What follows belongs to an exercise in optimizing a design on an open flow for small area, a short achievable clock period and few clock cycles per item; a production flow would make more cautious choices. In this exercise RTL edits were held to simulation tests only and were not proved equivalent to the original. Power figures rest on the tool's default switching activity, not on a simulated workload.

== run 1 ==
// SPM
module SPM (
    input wire clk,
    input wire rst,
    input wire start,
    input wire signed [7:0] a,
    input wire signed [7:0] b,
    output wire signed [15:0] prod,
    output reg done,
    output wire sign_flag
);
clock: 5.0 ns
lec_check: 0
abc_clock_period_in_ps: 2000
cap_margin: 20
core_margin: 2
core_utilization: 40
setup_slack_margin: 1.5
slew_margin: 20
synth_hierarchical: 1
synth_minimum_keep_size: 0
standard.sh (not shown) runs the stock make flow with config.mk's settings and CLKGATE_MAP_FILE= SYNTH_SCRIPT=/design/flow/synth_recipe.tcl, a recipe that flattens the netlist after the stock synthesis.
==> flow/flow/run.sh <==
#!/bin/bash
# The standard layout (standard.sh), with the port buffers made of
# sky130_fd_sc_hd__buf_1 cells instead of the delay-cell buffers that
# buffer_ports picks by default. make's full output goes to standard.log.
set -euo pipefail
export BUFFER_PORTS_ARGS="-buffer_cell sky130_fd_sc_hd__buf_1"
bash standard.sh > standard.log 2>&1
The flow did not stop early for run 1: all stages ran, and the layout cleared the timing, DRC and antenna checks.
Testbench counts of run 1, summed over its fixed seeds: cycles 4,088, items 2,048.
Relative to run 1, the following input files were edited for run 2:
# run 1
export LEC_CHECK = 0
export ABC_CLOCK_PERIOD_IN_PS = 2000
export CAP_MARGIN = 20
export CORE_MARGIN = 2
export CORE_UTILIZATION = 40
export SETUP_SLACK_MARGIN = 1.5
export SLEW_MARGIN = 20
export SYNTH_HIERARCHICAL = 1
export SYNTH_MINIMUM_KEEP_SIZE = 0
create_clock -name core_clock -period 5.0 [get_ports {clk}]
# run 2
export LEC_CHECK = 0
export CAP_MARGIN = 20
export CORE_MARGIN = 2
export CORE_UTILIZATION = 40
export SETUP_SLACK_MARGIN = 0
export SLEW_MARGIN = 20
export SYNTH_HIERARCHICAL = 1
export SYNTH_MINIMUM_KEEP_SIZE = 0
create_clock -name core_clock -period 5.0 [get_ports {clk}]
==> flow/run.sh (new file) <==
#!/bin/bash
# synth_recipe.tcl (not shown) runs the flow's synth.tcl, then flattens the netlist and writes it again
# the make line also repeats each setting of config.mk as NAME=value (left out here)
make -C /OpenROAD-flow-scripts/flow DESIGN_CONFIG=/design/flow/config.mk WORK_HOME=/design/flow/orfs CLKGATE_MAP_FILE= SYNTH_SCRIPT=/design/flow/synth_recipe.tcl finish
removed: flow/flow/run.sh
removed: flow/standard.sh
[summary]
Run 2 | stages: all done | timing, DRC, antenna: all pass
Internal portion of total power (lower): run 1
Run 2 ended up with clkdlybuf4s50_1 as its worst-path cell with the longest stage delay; run 1 ended up with fa_1.
Compared with run 1, run 2 ends up with more cell area.
Higher area of combinational cells with multiple inputs among run 1 and run 2: run 1
Looking at total chip power across both flows, run 2 is the weaker of the two, with run 1 ahead.
Of run 2 and run 1, it is run 2 that has the lower average wire length per cell after detail routing.
For run 3, these inputs were changed with respect to run 2:
# run 2
export LEC_CHECK = 0
export CAP_MARGIN = 20
export CORE_MARGIN = 2
export CORE_UTILIZATION = 40
export SETUP_SLACK_MARGIN = 0
export SLEW_MARGIN = 20
export SYNTH_HIERARCHICAL = 1
export SYNTH_MINIMUM_KEEP_SIZE = 0
create_clock -name core_clock -period 5.0 [get_ports {clk}]
# run 3
export LEC_CHECK = 0
export CAP_MARGIN = 20
export CORE_MARGIN = 2
export CORE_UTILIZATION = 40
export SETUP_SLACK_MARGIN = 1.5
export SLEW_MARGIN = 20
export SYNTH_HIERARCHICAL = 1
export SYNTH_MINIMUM_KEEP_SIZE = 0
create_clock -name core_clock -period 5.0 [get_ports {clk}]
==> flow/flow/run.sh (new file) <==
#!/bin/bash
# The standard layout, with the port buffers made of sky130_fd_sc_hd__buf_2 cells
# instead of the delay-cell buffers buffer_ports picks by default.
set -euo pipefail
export BUFFER_PORTS_ARGS="-buffer_cell sky130_fd_sc_hd__buf_2"
bash standard.sh > standard.log 2>&1
==> flow/standard.sh (new file) <==
#!/bin/bash
# synth_recipe.tcl (not shown) runs the flow's synth.tcl, then flattens the netlist and writes it again
# the make line also repeats each setting of config.mk as NAME=value (left out here)
make -C /OpenROAD-flow-scripts/flow DESIGN_CONFIG=/design/flow/config.mk WORK_HOME=/design/flow/orfs CLKGATE_MAP_FILE= SYNTH_SCRIPT=/design/flow/synth_recipe.tcl "${@:-finish}"
removed: flow/run.sh
### Flow results
- Last element of the critical path: r0[5] -> run 3, r0[9] -> run 2
- Relative to run 2, the sequential share of power of run 3 is higher by 2.5 points.
- Delta (run 3 minus run 2): first-pass GRT wire length grew by 1.5%, total via count after detailed routing now larger, met2 layer usage reported by global route dropped 0.63 points, cell-internal power -15%.

SPM, a different RTL version from the one above (not shown whole).
For scale: roughly 27 flip-flops, about 37 I/O pins.
## SPM
module SPM (
    input wire clk,
    input wire rst,
    input wire start,
    input wire signed [7:0] a,
    input wire signed [7:0] b,
    output wire signed [15:0] prod,
    output reg done,
    output wire sign_flag
);
clock: 5.0 ns
lec_check: 0
cap_margin: 20
core_margin: 2
core_utilization: 40
setup_slack_margin: 1.7
slew_margin: 20
synth_hierarchical: 1
synth_minimum_keep_size: 0
==> flow/flow/run.sh <==
#!/bin/bash
# The standard layout (standard.sh), with the port buffers made of
# sky130_fd_sc_hd__buf_1 cells instead of the delay-cell buffers that
# buffer_ports picks by default. make's full output goes to standard.log.
set -euo pipefail
export BUFFER_PORTS_ARGS="-buffer_cell sky130_fd_sc_hd__buf_1"
bash standard.sh > standard.log 2>&1
The baseline passed the timing, DRC and antenna checks.
Testbench counts at the start, summed over its fixed seeds: cycles 4,088, items 2,048.
Then changed:
==> flow/flow/run.sh (replaced) <==
#!/bin/bash
# The standard layout (standard.sh), with the port buffers made of
# sky130_fd_sc_hd__buf_2 cells instead of the delay-cell buffers that
# buffer_ports picks by default. make's full output goes to standard.log.
set -euo pipefail
export BUFFER_PORTS_ARGS="-buffer_cell sky130_fd_sc_hd__buf_2"
bash standard.sh > standard.log 2>&1
Settings changed: SETUP_SLACK_MARGIN 1.7 to 1.6.
Design area increases by 0.79%.
Clock power decreases by about 3%.
Synthesized cell count is unchanged.
Combinational power increases by 4.1%.
Maximum frequency decreases by 1.0%.
Global-route usage increases by 0.38 points.
Hold slack stays flat.
Critical path depth stays the same.
Sequential share of layout area decreases by 0.18 points.
Wire length increases by 3.4%.
First-iteration DRC count decreases by 56%.
Then changed:
==> flow/flow/run.sh (replaced) <==
#!/bin/bash
# The standard layout (standard.sh), with the port buffers made of
# sky130_fd_sc_hd__buf_1 cells instead of the delay-cell buffers that
# buffer_ports picks by default. make's full output goes to standard.log.
set -euo pipefail
export BUFFER_PORTS_ARGS="-buffer_cell sky130_fd_sc_hd__buf_1"
bash standard.sh > standard.log 2>&1
Settings changed: CORE_UTILIZATION 40 to 55, SETUP_SLACK_MARGIN 1.6 to 1.75.
The new run completed with no timing, DRC or antenna violations.
Synthesized cell count is unchanged.
Wire length came out lower by a few percent.
Power came out higher slightly.
Synthesized area is unchanged.
Then changed:
Settings changed: CORE_UTILIZATION 55 to 40, SETUP_SLACK_MARGIN 1.75 to 1.8.
=>
- count of clock-buffer cells in the layout climbs by 1
- sequential share of layout area shrinks by 0.51 points
- global-route usage fell by 5.4 points

## static timing again, ports no longer ideal
How much do the figures lean on ideal ports? The routed layouts below were timed once more, with nothing changed but the port constraints. Step 1 (the two cells are an assumption about what drives the block):
set clk [get_ports {clk}]
set_driving_cell -lib_cell sky130_fd_sc_hd__clkbuf_16 $clk
set_driving_cell -lib_cell sky130_fd_sc_hd__buf_2 [delete_from_list [all_inputs] $clk]
Step 2, shift: input delay + t, output delay - t, t = (earliest + latest rising clock arrival at the registers) / 2. This alone moves slack from input paths to output paths. a / b / c = ideal / step 1 / step 2; a / b = the first two.
| run | t (ns) | setup slack, ns | clock arrival spread, ns |
|---|---|---|---|
| run 1 | 0.290 | 1.576 / 1.580 / 1.290 | 0.005 / 0.005 |
| run 2 | 0.287 | 1.079 / 1.082 / 0.795 | 0.004 / 0.004 |
| run 3 | 0.288 | 1.592 / 1.598 / 1.310 | 0.002 / 0.002 |
| the first run of note 2 | 0.298 | 1.748 / 1.750 / 1.452 | 0.011 / 0.011 |
| the second run of note 2 | 0.296 | 1.715 / 1.719 / 1.423 | 0.004 / 0.004 |
| the third run of note 2 | 0.291 | 1.781 / 1.738 / 1.447 | 0.005 / 0.005 |
| the fourth run of note 2 | 0.287 | 1.830 / 1.790 / 1.503 | 0.004 / 0.004 |
After both steps setup and hold are still met in every run listed. The setup slack of the third run of note 2, which loses most, moves by -0.043 ns with the drivers and by -0.334 ns with both steps.
